What follows belongs to an exercise in optimizing a design on an open flow for small area; a production flow would make more cautious choices. RTL that was checked went through simulation tests only; none was proved equivalent to the original. No activity file was given, so power comes from the tool's default toggle rates.

==> flow/design.v (excerpt) <==
module Topo
(
	CLOCK_50, KEY, SW,
	LEDR, LEDS,
	HEX0, HEX1, HEX2, HEX3, HEX4, HEX5
);
For scale: roughly 480 cells after synthesis, ~63 flip-flops, roughly 65 I/O pins, ~0.0035 mm2 of cells after synthesis.
Settings: LEC_CHECK=0, ABC_AREA=1, CAP_MARGIN=20, CORE_MARGIN=2, CORE_UTILIZATION=65, CTS_BUF_LIST=sky130_fd_sc_hd__clkbuf_4, PLACE_DENSITY=0.75, SLEW_MARGIN=20; clock period 10.0 ns.
standard.sh (not shown) runs the stock make flow with config.mk's settings and CLKGATE_MAP_FILE= SYNTH_SCRIPT=/design/flow/synth_recipe.tcl, a recipe that flattens the netlist after the stock synthesis.
==> flow/flow/run.sh <==
#!/bin/bash
# Standard layout, with the port buffers made of the smallest buffer cell
# and the buffers Yosys put on ports that share a net removed before placement.
set -euo pipefail
export BUFFER_PORTS_ARGS="-buffer_cell sky130_fd_sc_hd__buf_1"
export REMOVE_ABC_BUFFERS=1
bash standard.sh > standard_flow.log 2>&1
==> next run, changes <==
==> flow/flow/run.sh (replaced) <==
#!/bin/bash
# Standard layout, with: the port buffers made of the smallest buffer cell;
# the buffers Yosys put on ports that share a net removed before placement;
# a clock tree of clkbuf_2 and clkbuf_4 cells without dummy balancing loads.
set -euo pipefail
export BUFFER_PORTS_ARGS="-buffer_cell sky130_fd_sc_hd__buf_1"
export REMOVE_ABC_BUFFERS=1
export CTS_ARGS="-sink_clustering_enable -repair_clock_nets -buf_list {sky130_fd_sc_hd__clkbuf_2 sky130_fd_sc_hd__clkbuf_4} -sink_clustering_size 8 -dont_use_dummy_load"
bash standard.sh > standard_flow.log 2>&1
Settings changed: CTS_BUF_LIST sky130_fd_sc_hd__clkbuf_4 to not set.
Effect: The changed run passed the timing, design-rule and antenna checks. Setup slack improves by 0.024 ns. Sequential share of layout area goes up by 1.1 points. Routed wire length goes down by about 1.6%. Sequential cell count is unchanged. Register-to-register slack barely changes.
==> next run, changes <==
==> flow/flow/run.sh (replaced) <==
#!/bin/bash
# Standard layout, with the port buffers made of the smallest buffer cell
# and the buffers Yosys put on ports that share a net removed before placement.
set -euo pipefail
export BUFFER_PORTS_ARGS="-buffer_cell sky130_fd_sc_hd__buf_1"
export REMOVE_ABC_BUFFERS=1
bash standard.sh > standard_flow.log 2>&1
Settings changed: CTS_BUF_LIST set to sky130_fd_sc_hd__clkbuf_2 sky130_fd_sc_hd__clkbuf_4.
Result:
- The changed run finished clean
- critical path depth is unchanged
- count of clock-buffer cells in the layout does not change
- flip-flop and latch count stays the same
==> next run, changes <==
==> flow/flow/run.sh (replaced) <==
#!/bin/bash
# Standard layout, with: the port buffers made of the smallest buffer cell;
# the buffers Yosys put on ports that share a net removed before placement;
# a clock tree of clkbuf_4 cells without dummy balancing loads.
set -euo pipefail
export BUFFER_PORTS_ARGS="-buffer_cell sky130_fd_sc_hd__buf_1"
export REMOVE_ABC_BUFFERS=1
export CTS_ARGS="-sink_clustering_enable -repair_clock_nets -buf_list sky130_fd_sc_hd__clkbuf_4 -dont_use_dummy_load"
bash standard.sh > standard_flow.log 2>&1
Settings changed: CTS_BUF_LIST sky130_fd_sc_hd__clkbuf_2 sky130_fd_sc_hd__clkbuf_4 to not set.
Result:
- The new run passed the timing, design-rule and antenna checks
- synthesized cell count stays the same
- sequential cell count is unchanged
- final area decreases by about 3%
- routed wire length decreases by 1.6%
- count of clock-buffer cells in the layout does not change
- die area stays the same
- first-iteration DRC count increases by about 1.7%
- final cell count decreases by about 1.2%
- synthesized area does not change
- total power decreases by 12%
No run of this note included a check of the RTL's function; only the layout flow was run.

* * *

Topo, a different RTL version from the one above (not shown whole).
For scale: about 460 cells after synthesis, about 61 flip-flops, about 0.0035 mm2 of cells after synthesis.
==> flow/design.v (excerpt) <==
module Topo
(
	CLOCK_50, KEY, SW,
	LEDR, LEDS,
	HEX0, HEX1, HEX2, HEX3, HEX4, HEX5
);
Settings: LEC_CHECK=0, ABC_AREA=1, CAP_MARGIN=20, CORE_MARGIN=2, CORE_UTILIZATION=65, PLACE_DENSITY=0.75, SLEW_MARGIN=20; clock period 10.0 ns.
==> flow/flow/run.sh <==
#!/bin/bash
# Standard layout, with: the port buffers made of the smallest buffer cell;
# the buffers Yosys put on ports that share a net removed before placement;
# a clock tree of clkbuf_8 cells, 16 registers each, without dummy balancing loads;
# cells downsized where timing allows (power recovery).
set -euo pipefail
export BUFFER_PORTS_ARGS="-buffer_cell sky130_fd_sc_hd__buf_1"
export REMOVE_ABC_BUFFERS=1
export CTS_ARGS="-sink_clustering_enable -repair_clock_nets -buf_list sky130_fd_sc_hd__clkbuf_8 -sink_clustering_size 16 -dont_use_dummy_load"
export RECOVER_POWER=100
bash standard.sh > standard_flow.log 2>&1
==> next run, changes <==
==> flow/flow/run.sh (replaced) <==
#!/bin/bash
# Standard layout (standard.sh), with these changes:
#  - synthesis: adders are left to ABC as plain gates (no half/full-adder
#    cells), and ABC's one mapping call uses flow/abc_deep.script (deeper
#    area optimisation and area-oriented mapping). Everything else in the
#    synthesis is synth_recipe.tcl unchanged, so the registers are the same
#    as the standard synthesis's;
#  - the port buffers are the smallest buffer cell (buf_1);
#  - the buffers Yosys put on ports that share a net are removed before placement;
#  - the clock tree is built of clkbuf_4 cells, without dummy balancing loads;
#  - cells off the critical paths are downsized (power recovery).
set -euo pipefail
here=$(pwd)
{
  echo "proc abc {args} {"
  echo "  set i [lsearch \$args -script]"
  echo "  if {\$i >= 0} { lset args [expr {\$i + 1}] $here/flow/abc_deep.script }"
  echo "  yosys abc {*}\$args"
  echo "}"
  cat synth_recipe.tcl
} > synth_deep.tcl
sed "s#SYNTH_SCRIPT=[^ ]*#SYNTH_SCRIPT=$here/synth_deep.tcl#" standard.sh > standard_deep.sh
grep -q "SYNTH_SCRIPT=$here/synth_deep.tcl" standard_deep.sh
export ADDER_MAP_FILE=
export BUFFER_PORTS_ARGS="-buffer_cell sky130_fd_sc_hd__buf_1"
export REMOVE_ABC_BUFFERS=1
export CTS_ARGS="-sink_clustering_enable -repair_clock_nets -buf_list sky130_fd_sc_hd__clkbuf_4 -dont_use_dummy_load"
export RECOVER_POWER=100
bash standard_deep.sh > standard_flow.log 2>&1
==> flow/flow/abc_deep.script (new file) <==
strash
&get -n
&deepsyn -T 30
&put
dch
amap
mfs2
strash
dch
amap
topo
Settings changed: CORE_UTILIZATION 65 to 85, PLACE_DENSITY 0.75 to 0.92.
This time the run failed in 3_1_place_gp_skip_io.
Area after synthesis drops by about a fifth.
Synthesized cell count decreases by a quarter to a third.
==> next run, changes <==
Settings changed: CORE_UTILIZATION 85 to 65, PLACE_DENSITY 0.92 to 0.75.
- Now the flow passed the timing, design-rule and antenna checks
- area after synthesis stays the same
- synthesized cell count is unchanged
==> next run, changes <==
==> flow/flow/run.sh (replaced) <==
#!/bin/bash
# Standard layout, with: the port buffers made of the smallest buffer cell;
# the buffers Yosys put on ports that share a net removed before placement;
# a clock tree of clkbuf_4 cells without dummy balancing loads.
set -euo pipefail
export BUFFER_PORTS_ARGS="-buffer_cell sky130_fd_sc_hd__buf_1"
export REMOVE_ABC_BUFFERS=1
export CTS_ARGS="-sink_clustering_enable -repair_clock_nets -buf_list sky130_fd_sc_hd__clkbuf_4 -dont_use_dummy_load"
bash standard.sh > standard_flow.log 2>&1
removed: flow/flow/abc_deep.script
=> The changed run produced a clean layout. Final area went up by 24%. Global-route usage fell by 1.6 points. Flip-flop and latch count does not change. Final cell count went up by 27%. Setup slack gains 2.0 ns. Non-clock buffer count goes up by 2. Hold slack hardly moves. Power is higher by 60%.
==> next run, changes <==
==> flow/flow/run.sh (replaced) <==
#!/bin/bash
# Standard layout (standard.sh), with these changes:
#  - synthesis: adders are left to ABC as plain gates (no half/full-adder
#    cells), and ABC's one mapping call uses flow/abc_deep.script (deeper
#    area optimisation and area-oriented mapping). Everything else in the
#    synthesis is synth_recipe.tcl unchanged, so the registers are the same
#    as the standard synthesis's;
#  - the port buffers are the smallest buffer cell (buf_1);
#  - the buffers Yosys put on ports that share a net are removed before placement;
#  - the clock tree is built of clkbuf_4 cells, without dummy balancing loads;
#  - cells off the critical paths are downsized (power recovery).
set -euo pipefail
here=$(pwd)
{
  echo "proc abc {args} {"
  echo "  set i [lsearch \$args -script]"
  echo "  if {\$i >= 0} { lset args [expr {\$i + 1}] $here/flow/abc_deep.script }"
  echo "  yosys abc {*}\$args"
  echo "}"
  cat synth_recipe.tcl
} > synth_deep.tcl
sed "s#SYNTH_SCRIPT=[^ ]*#SYNTH_SCRIPT=$here/synth_deep.tcl#" standard.sh > standard_deep.sh
grep -q "SYNTH_SCRIPT=$here/synth_deep.tcl" standard_deep.sh
export ADDER_MAP_FILE=
export BUFFER_PORTS_ARGS="-buffer_cell sky130_fd_sc_hd__buf_1"
export REMOVE_ABC_BUFFERS=1
export CTS_ARGS="-sink_clustering_enable -repair_clock_nets -buf_list sky130_fd_sc_hd__clkbuf_8 -sink_clustering_size 32 -sink_clustering_max_diameter 500 -dont_use_dummy_load"
export RECOVER_POWER=100
bash standard_deep.sh > standard_flow.log 2>&1
==> flow/flow/abc_deep.script (new file) <==
strash
&get -n
&deepsyn -T 30
&put
dch
amap
mfs2
strash
dch
amap
topo
Effect: The new run went through all stages and came out clean; worst setup slack got worse by 1.9 ns; clock power is higher by 42%; synthesized cell count is lower by 24%; die area is lower by 20%.
==> next run, changes <==
==> flow/flow/run.sh (replaced) <==
#!/bin/bash
# Standard layout, with: the port buffers made of the smallest buffer cell;
# the buffers Yosys put on ports that share a net removed before placement;
# a clock tree of clkbuf_4 cells without dummy balancing loads;
# cells downsized where timing allows (power recovery).
set -euo pipefail
export BUFFER_PORTS_ARGS="-buffer_cell sky130_fd_sc_hd__buf_1"
export REMOVE_ABC_BUFFERS=1
export CTS_ARGS="-sink_clustering_enable -repair_clock_nets -buf_list sky130_fd_sc_hd__clkbuf_4 -dont_use_dummy_load"
export RECOVER_POWER=100
bash standard.sh > standard_flow.log 2>&1
removed: flow/flow/abc_deep.script
=>
- cell count went up by about 27%
- maximum frequency grows by 26%
- design area goes up by about 20%
- sequential share of layout area drops by 7.2 points
- synthesized area is higher by about 26%
- count of clock-buffer cells in the layout stays the same

[separate check: timing with driven ports]
The flow's constraints put no driver on any port. The routed layouts listed below were extracted and timed again, unchanged, in two steps.
Step 1 (the two cells are an assumption about what drives the block):
set clk [get_ports {CLOCK_50}]
set_driving_cell -lib_cell sky130_fd_sc_hd__clkbuf_16 $clk
set_driving_cell -lib_cell sky130_fd_sc_hd__buf_2 [delete_from_list [all_inputs] $clk]
Step 2 also shifts input and output timing later by t, the mid clock arrival at the registers, as if the neighbouring blocks saw the same clock.
a / b / c = no drivers / after step 1 / after step 2; a / b = the first two.
run	t, ns	setup slack, ns	hold WS [ns]	latest minus earliest clock arrival (ns)	worst register clock-pin slew, ns
the first run of note 1	0.417	5.253 / 5.225 / 5.642	0.362 / 0.362 / 0.362	0.018 / 0.018	0.12 / 0.12
the second run of note 1	0.414	5.276 / 5.249 / 5.664	0.361 / 0.361 / 0.361	0.040 / 0.039	0.11 / 0.11
the third run of note 1	0.417	5.253 / 5.225 / 5.642	0.362 / 0.362 / 0.362	0.018 / 0.018	0.12 / 0.12
the fourth run of note 1	0.414	5.276 / 5.249 / 5.664	0.361 / 0.361 / 0.361	0.040 / 0.039	0.11 / 0.11
the first run of note 2	0.350	4.950 / 4.926 / 5.276	0.347 / 0.347 / 0.347	0.026 / 0.026	0.08 / 0.08
the third run of note 2	0.403	3.404 / 3.378 / 3.781	0.348 / 0.348 / 0.348	0.033 / 0.033	0.10 / 0.10
the fourth run of note 2	0.414	5.391 / 5.368 / 5.713	0.351 / 0.351 / 0.351	0.047 / 0.047	0.12 / 0.12
the fifth run of note 2	0.352	3.486 / 3.458 / 3.810	0.350 / 0.350 / 0.350	0.024 / 0.024	0.07 / 0.07
the sixth run of note 2	0.416	4.834 / 4.810 / 5.226	0.351 / 0.351 / 0.351	0.046 / 0.046	0.12 / 0.12
After both steps setup and hold are still met in every run listed.
